This design comes from an exercise in tuning for small area, a short achievable clock period and few clock cycles per item on the open sky130 flow, not from production work. Where RTL was checked, it was by simulation tests only, not by an equivalence proof against the original.

==> 02-12 <==
## cordicManager
module cordicManager (
  input           clk_i,
  input           nrst_i,
  input   [23:0]  freq_i,
  input           theta_iteration_valid_i,
  input   [11:0]  theta_iteration_i,
  output          dt_Ticks_valid_o,
  output          next_dt_Ticks_o,
  output  [15:0]  dt_Ticks_o
);
clock: 8.0 ns
lec_check: 0
abc_area: 1
cap_margin: 20
core_margin: 2
core_utilization: 40
setup_slack_margin: 3.5
slew_margin: 20
synth_memory_max_bits: 65536
tns_end_percent: 10
run.sh (not shown) runs the stock make flow with config.mk's settings and CLKGATE_MAP_FILE= SYNTH_SCRIPT=/design/flow/synth_recipe.tcl, a recipe that flattens the netlist after the stock synthesis.
==> 12-03 (differences from 02-12) <==
--- a/flow/design.v
+++ b/flow/design.v
@@ -5048,14 +5048,16 @@
 wire [17:0] pp2_w = tlo_r[2] ? {5'd0, slope_r, 2'b0} : 18'd0;
 wire [35:0] cs1_w = csa({base_r, 3'd0}, {6'd0, res_r, 3'd0}, pp0_w);
 wire [35:0] cs2_w = csa(cs1_w[35:18], cs1_w[17:0], pp1_w);
 wire [35:0] cs3_w = csa(cs2_w[35:18], cs2_w[17:0], pp2_w);
 wire [17:0] phx_w;
 pfx_add #(18) add_ph (.a_i(cs3_w[35:18]), .b_i(cs3_w[17:0]), .c_i(1'b0), .s_o(phx_w));
 wire [14:0] phn_w = phx_w[17:3];
+reg  [14:0] ph_r;
+always @(posedge clk_i) ph_r <= phn_w;
 wire [20:0] fp_w = {2'b00, freq_i[17:0], 1'b0};
 function [2:0] fbits;                
   input [3:0]  cnt;
   input [20:0] fp;
   begin
     case (cnt)
       4'd1:    fbits = fp[16:14];
@@ -5070,16 +5072,17 @@
     endcase
   end
 endfunction
 wire [2:0]  bd_w   = fbits(cnt_r, fp_w);
 wire        bneg_w = bd_w[2] & ~(bd_w[1] & bd_w[0]);
 wire        bone_w = bd_w[1] ^ bd_w[0];
 wire        btwo_w = (bd_w == 3'b011) | (bd_w == 3'b100);
-wire [26:0] mag_w  = bone_w ? {5'd0, phn_w, 7'd0} :
-                     btwo_w ? {4'd0, phn_w, 8'd0} : 27'd0;
+wire [14:0] phm_w  = (cnt_r == 4'd0) ? phn_w : ph_r;
+wire [26:0] mag_w  = bone_w ? {5'd0, phm_w, 7'd0} :
+                     btwo_w ? {4'd0, phm_w, 8'd0} : 27'd0;
 reg  [26:0] db_r;
 reg         dneg_r;
 always @(posedge clk_i) begin
   db_r   <= bneg_w ? ~mag_w : mag_w;
   dneg_r <= bneg_w;
 end
 function [26:0] qc_vec;              
Settings changed: SETUP_SLACK_MARGIN 3.5 to 3, TNS_END_PERCENT 10 to unset.
==> comparison table <==
item                                                                02-12                    12-03
Status                                            complete, no violations  complete, no violations
Total core area                                               44320 sq um              45380 sq um
Met3 layer usage reported by global route                         0.05567                  0.05929
Number of filler instances in the final layout                       4527                     4733
Vias                                                                21010                    21030
Starting density of the core                                       0.4058                   0.4051
Die Span Y                                                       216.0 um                 218.4 um
Total Routing Usage GR                                             0.3417                   0.3368
Library cells used by synthesis                                        65                       66
DIE WIDTH                                                        216.0 um                 218.4 um
Estimated wirelength of the detail-placed design                 62.45 mm                 63.39 mm
Number of global-route vias before repair                           20440                    20440
Via density                                                         5.736                    5.699
Area occupied by multi-input gates                            14080 sq um              13370 sq um
Cell count after synthesis                                           2959                     3024
Number of stages on the worst hold path                                 1                        2
Reg-to-Reg End                                            dt_r[8]$_DFF_P_         dt_r[12]$_DFF_P_
Sink of the worst hold path                          cnt_r[0]$_DFFE_PN0P_     cnt_r[1]$_DFFE_PN0P_
Testbench counts of 02-12, summed over its fixed seeds: cycles 7,160, items 512.
No functional check of the RTL was part of 12-03.


==> run a: inputs <==
cordicManager, a different RTL version from the one above (not shown whole).
Settings: LEC_CHECK=0, ABC_AREA=1, CAP_MARGIN=20, CORE_MARGIN=2, CORE_UTILIZATION=40, SETUP_SLACK_MARGIN=2.5, SLEW_MARGIN=20, SYNTH_MEMORY_MAX_BITS=65536; clock period 8.0 ns.
==> run b (differences from run a) <==
--- a/flow/design.v
+++ b/flow/design.v
@@ -5068,20 +5068,28 @@
     endcase
   end
 endfunction
 wire [3:0]  bd_w   = fbits(cnt_r, fp_w);
 wire        bneg_w = bd_w[3] & ~(bd_w[2] & bd_w[1] & bd_w[0]);
 wire [2:0]  bsum_w = {1'b0, bd_w[2], 1'b0} + {2'b00, bd_w[1]} + {2'b00, bd_w[0]};   
 wire [2:0]  bmag_w = bd_w[3] ? 3'd4 - bsum_w : bsum_w;
+reg  [14:0] ph_r;
+always @(posedge clk_i) ph_r <= phn_w;
 wire [16:0] ph3_w;
-pfx_add #(17) add_ph3 (.a_i({2'b00, phn_w}), .b_i({1'b0, phn_w, 1'b0}), .c_i(1'b0), .s_o(ph3_w));
-wire [27:0] mag_w  = (bmag_w == 3'd1) ? {6'd0, phn_w, 7'd0} :
-                     (bmag_w == 3'd2) ? {5'd0, phn_w, 8'd0} :
-                     (bmag_w == 3'd3) ? {4'd0, ph3_w, 7'd0} :
-                     (bmag_w == 3'd4) ? {4'd0, phn_w, 9'd0} : 28'd0;
+pfx_add #(17) add_ph3 (.a_i({2'b00, ph_r}), .b_i({1'b0, ph_r, 1'b0}), .c_i(1'b0), .s_o(ph3_w));
+wire        first_w = (cnt_r == 4'd0);
+wire        bm3_w   = (bmag_w == 3'd3);
+wire [27:0] mag0_w  = (bmag_w == 3'd1)            ? {6'd0, phn_w, 7'd0} :
+                      (bmag_w == 3'd2 || (bm3_w & ~bneg_w)) ? {5'd0, phn_w, 8'd0} :
+                      (bmag_w == 3'd4 || (bm3_w &  bneg_w)) ? {4'd0, phn_w, 9'd0} : 28'd0;
+wire [27:0] magn_w  = (bmag_w == 3'd1) ? {6'd0, ph_r, 7'd0} :
+                      (bmag_w == 3'd2) ? {5'd0, ph_r, 8'd0} :
+                      (bmag_w == 3'd3) ? {4'd0, ph3_w, 7'd0} :
+                      (bmag_w == 3'd4) ? {4'd0, ph_r, 9'd0} : 28'd0;
+wire [27:0] mag_w   = first_w ? mag0_w : magn_w;
 reg  [27:0] db_r;
 reg         dneg_r;
 always @(posedge clk_i) begin
   db_r   <= bneg_w ? ~mag_w : mag_w;
   dneg_r <= bneg_w;
 end
 function [27:0] qc_vec;              
@@ -5180,15 +5188,15 @@
 wire [27:0] c2_w  = {(s1_w[26:0] & c1_w[26:0]) | (s1_w[26:0] & kc_w[26:0]) | (c1_w[26:0] & kc_w[26:0]),
                      ~q_w[4] & (q_w != 5'd0)};
 wire [17:0] qsum_w;
 pfx_add #(18) add_qs (.a_i({qa_r[14:0], 3'b000}), .b_i({{13{qd_r[4]}}, qd_r}), .c_i(1'b0), .s_o(qsum_w));
 always @(posedge clk_i) begin
   if (cnt_r == 4'd0) begin
     ws_r <= freq_i[17] ? {3'd0, phn_w, 7'd0} : 25'd0;
-    wc_r <= 25'd0;
+    wc_r <= bm3_w ? {6'd0, phn_w, 4'd0} : 25'd0;    
     qa_r <= 18'd0;
     qd_r <= 5'd0;
   end else begin
     ws_r <= s2_w[24:0];
     wc_r <= c2_w[24:0];
     qa_r <= qsum_w;
     qd_r <= q_w;
- SETUP_SLACK_MARGIN: 2.5 -> 3
==> run c (differences from run a) <==
--- a/flow/design.v
+++ b/flow/design.v
@@ -5068,20 +5068,28 @@
     endcase
   end
 endfunction
 wire [3:0]  bd_w   = fbits(cnt_r, fp_w);
 wire        bneg_w = bd_w[3] & ~(bd_w[2] & bd_w[1] & bd_w[0]);
 wire [2:0]  bsum_w = {1'b0, bd_w[2], 1'b0} + {2'b00, bd_w[1]} + {2'b00, bd_w[0]};   
 wire [2:0]  bmag_w = bd_w[3] ? 3'd4 - bsum_w : bsum_w;
+reg  [14:0] ph_r;
+always @(posedge clk_i) ph_r <= phn_w;
 wire [16:0] ph3_w;
-pfx_add #(17) add_ph3 (.a_i({2'b00, phn_w}), .b_i({1'b0, phn_w, 1'b0}), .c_i(1'b0), .s_o(ph3_w));
-wire [27:0] mag_w  = (bmag_w == 3'd1) ? {6'd0, phn_w, 7'd0} :
-                     (bmag_w == 3'd2) ? {5'd0, phn_w, 8'd0} :
-                     (bmag_w == 3'd3) ? {4'd0, ph3_w, 7'd0} :
-                     (bmag_w == 3'd4) ? {4'd0, phn_w, 9'd0} : 28'd0;
+pfx_add #(17) add_ph3 (.a_i({2'b00, ph_r}), .b_i({1'b0, ph_r, 1'b0}), .c_i(1'b0), .s_o(ph3_w));
+wire        first_w = (cnt_r == 4'd0);
+wire        bm3_w   = (bmag_w == 3'd3);
+wire [27:0] mag0_w  = (bmag_w == 3'd1)            ? {6'd0, phn_w, 7'd0} :
+                      (bmag_w == 3'd2 || (bm3_w & ~bneg_w)) ? {5'd0, phn_w, 8'd0} :
+                      (bmag_w == 3'd4 || (bm3_w &  bneg_w)) ? {4'd0, phn_w, 9'd0} : 28'd0;
+wire [27:0] magn_w  = (bmag_w == 3'd1) ? {6'd0, ph_r, 7'd0} :
+                      (bmag_w == 3'd2) ? {5'd0, ph_r, 8'd0} :
+                      (bmag_w == 3'd3) ? {4'd0, ph3_w, 7'd0} :
+                      (bmag_w == 3'd4) ? {4'd0, ph_r, 9'd0} : 28'd0;
+wire [27:0] mag_w   = first_w ? mag0_w : magn_w;
 reg  [27:0] db_r;
 reg         dneg_r;
 always @(posedge clk_i) begin
   db_r   <= bneg_w ? ~mag_w : mag_w;
   dneg_r <= bneg_w;
 end
 function [27:0] qc_vec;              
@@ -5180,15 +5188,15 @@
 wire [27:0] c2_w  = {(s1_w[26:0] & c1_w[26:0]) | (s1_w[26:0] & kc_w[26:0]) | (c1_w[26:0] & kc_w[26:0]),
                      ~q_w[4] & (q_w != 5'd0)};
 wire [17:0] qsum_w;
 pfx_add #(18) add_qs (.a_i({qa_r[14:0], 3'b000}), .b_i({{13{qd_r[4]}}, qd_r}), .c_i(1'b0), .s_o(qsum_w));
 always @(posedge clk_i) begin
   if (cnt_r == 4'd0) begin
     ws_r <= freq_i[17] ? {3'd0, phn_w, 7'd0} : 25'd0;
-    wc_r <= 25'd0;
+    wc_r <= bm3_w ? {6'd0, phn_w, 4'd0} : 25'd0;    
     qa_r <= 18'd0;
     qd_r <= 5'd0;
   end else begin
     ws_r <= s2_w[24:0];
     wc_r <= c2_w[24:0];
     qa_r <= qsum_w;
     qd_r <= q_w;
- CORE_UTILIZATION: 40 -> 50
==> run d (differences from run a) <==
--- a/flow/design.v
+++ b/flow/design.v
@@ -5068,20 +5068,28 @@
     endcase
   end
 endfunction
 wire [3:0]  bd_w   = fbits(cnt_r, fp_w);
 wire        bneg_w = bd_w[3] & ~(bd_w[2] & bd_w[1] & bd_w[0]);
 wire [2:0]  bsum_w = {1'b0, bd_w[2], 1'b0} + {2'b00, bd_w[1]} + {2'b00, bd_w[0]};   
 wire [2:0]  bmag_w = bd_w[3] ? 3'd4 - bsum_w : bsum_w;
+reg  [14:0] ph_r;
+always @(posedge clk_i) ph_r <= phn_w;
 wire [16:0] ph3_w;
-pfx_add #(17) add_ph3 (.a_i({2'b00, phn_w}), .b_i({1'b0, phn_w, 1'b0}), .c_i(1'b0), .s_o(ph3_w));
-wire [27:0] mag_w  = (bmag_w == 3'd1) ? {6'd0, phn_w, 7'd0} :
-                     (bmag_w == 3'd2) ? {5'd0, phn_w, 8'd0} :
-                     (bmag_w == 3'd3) ? {4'd0, ph3_w, 7'd0} :
-                     (bmag_w == 3'd4) ? {4'd0, phn_w, 9'd0} : 28'd0;
+pfx_add #(17) add_ph3 (.a_i({2'b00, ph_r}), .b_i({1'b0, ph_r, 1'b0}), .c_i(1'b0), .s_o(ph3_w));
+wire        first_w = (cnt_r == 4'd0);
+wire        bm3_w   = (bmag_w == 3'd3);
+wire [27:0] mag0_w  = (bmag_w == 3'd1)            ? {6'd0, phn_w, 7'd0} :
+                      (bmag_w == 3'd2 || (bm3_w & ~bneg_w)) ? {5'd0, phn_w, 8'd0} :
+                      (bmag_w == 3'd4 || (bm3_w &  bneg_w)) ? {4'd0, phn_w, 9'd0} : 28'd0;
+wire [27:0] magn_w  = (bmag_w == 3'd1) ? {6'd0, ph_r, 7'd0} :
+                      (bmag_w == 3'd2) ? {5'd0, ph_r, 8'd0} :
+                      (bmag_w == 3'd3) ? {4'd0, ph3_w, 7'd0} :
+                      (bmag_w == 3'd4) ? {4'd0, ph_r, 9'd0} : 28'd0;
+wire [27:0] mag_w   = first_w ? mag0_w : magn_w;
 reg  [27:0] db_r;
 reg         dneg_r;
 always @(posedge clk_i) begin
   db_r   <= bneg_w ? ~mag_w : mag_w;
   dneg_r <= bneg_w;
 end
 function [27:0] qc_vec;              
@@ -5180,15 +5188,15 @@
 wire [27:0] c2_w  = {(s1_w[26:0] & c1_w[26:0]) | (s1_w[26:0] & kc_w[26:0]) | (c1_w[26:0] & kc_w[26:0]),
                      ~q_w[4] & (q_w != 5'd0)};
 wire [17:0] qsum_w;
 pfx_add #(18) add_qs (.a_i({qa_r[14:0], 3'b000}), .b_i({{13{qd_r[4]}}, qd_r}), .c_i(1'b0), .s_o(qsum_w));
 always @(posedge clk_i) begin
   if (cnt_r == 4'd0) begin
     ws_r <= freq_i[17] ? {3'd0, phn_w, 7'd0} : 25'd0;
-    wc_r <= 25'd0;
+    wc_r <= bm3_w ? {6'd0, phn_w, 4'd0} : 25'd0;    
     qa_r <= 18'd0;
     qd_r <= 5'd0;
   end else begin
     ws_r <= s2_w[24:0];
     wc_r <= c2_w[24:0];
     qa_r <= qsum_w;
     qd_r <= q_w;
- SETUP_SLACK_MARGIN: 2.5 -> 1.5
==> notes <==
In run d the worst setup slack is lower than in run a, by 0.34 ns.
In clock-buffer cell count, run d and run b do not differ.
The highest non-clock buffer count belongs to run b, the lowest to run d.
Against run a, the wire length of run c is higher by about 5%.
Of run c and run b, run b has the higher die area (gap about 20%, measured against run b).
Against run a, the sequential share of layout area of run b is higher by 0.36 points.
Hold slack, highest first: run a, run c, run d, run b.
Via count: run d is lower than run b (3.2%).
Critical path depth: run a < run d < run c < run b.
==> figures <==
Run status: run c no timing/DRC/antenna violations; run b no timing/DRC/antenna violations; run a no timing/DRC/antenna violations; run d no timing/DRC/antenna violations
Largest driver fanout on the critical path: run c 5; run b 6; run a 16; run d 6
Sequential share of cell area: run c 15.06%; run b 13.96%; run a 13.60%; run d 15.43%
X dimension of the die: run c 201.1 um; run b 224.3 um; run a 219.7 um; run d 224.3 um
Peak per-stage delay on the critical path: run c 0.40 ns; run b 0.41 ns; run a 0.71 ns; run d 0.48 ns
Initial detailed-routing violation count: run c 3363; run b 2235; run a 2222; run d 2497
Antenna Diode Count: run c 2; run b 1; run a 0; run d 2
Wire length on met2: run c 40090 um; run b 41190 um; run a 39900 um; run d 38680 um
Synthesized instance count: run c 3073; run b 3073; run a 2944; run d 3073
Parity-gate share of the synthesized area counting xor and xnor cells: run c 4.671%; run b 4.671%; run a 5.243%; run d 4.671%
Synth Area in Adders: run c 16.88%; run b 16.88%; run a 17.44%; run d 16.88%
Routability congestion estimate: run c 1.149; run b 1.084; run a 1.062; run d 1.084
Met3 track demand over resource in global routing: run c 9.740%; run b 6.754%; run a 5.355%; run d 6.702%
Mapped cell area: run c 19420 sq um; run b 19420 sq um; run a 18610 sq um; run d 19420 sq um
Iteration count of the initial detailed-routing pass: run c 15; run b 6; run a 6; run d 9
Number of global-route vias before repair: run c 22371; run b 21741; run a 20469; run d 21285
Async set-reset flop share out of synthesis: run c 4.294%; run b 4.294%; run a 4.730%; run d 4.294%
Testbench counts of run a, summed over its fixed seeds: cycles 5,624, items 512.
Testbench counts of run b, summed over its fixed seeds: cycles 5,624, items 512.
Testbench counts of run c, summed over its fixed seeds: cycles 5,624, items 512.
Testbench counts of run d, summed over its fixed seeds: cycles 5,624, items 512.

## what the ideal ports hide
How much do the figures lean on ideal ports? The routed layouts below were timed once more, with nothing changed but the port constraints. Step 1: set_driving_cell puts a clkbuf_16 on clk_i and a buf_2 on each other input, an assumption about the parent block. Step 2 also shifts input and output timing later by t, the mid clock arrival at the registers, as if the neighbouring blocks saw the same clock. Three values: ideal ports, drivers, drivers and shift; two values: the first two.
run	t, ns	setup slack, ns	worst register clock-pin slew, ns	worst data-port slew with drivers (ns)	cell pins on the clock port's net
02-12	0.520	3.208 / 3.233 / 2.713	0.08 / 0.08	0.03	1
12-03	0.502	2.977 / 3.006 / 2.503	0.07 / 0.07	0.04	1
run a	0.496	2.487 / 2.515 / 2.018	0.07 / 0.07	0.04	1
run b	0.529	2.857 / 2.857 / 2.466	0.07 / 0.07	0.06	1
run c	0.512	2.445 / 2.445 / 2.197	0.08 / 0.08	0.04	1
run d	0.518	2.148 / 2.148 / 2.077	0.07 / 0.07	0.06	1
After both steps every run listed still meets setup and hold. For 02-12, which loses most, drivers alone change the setup slack by +0.025 ns; drivers and shift together by -0.495 ns.
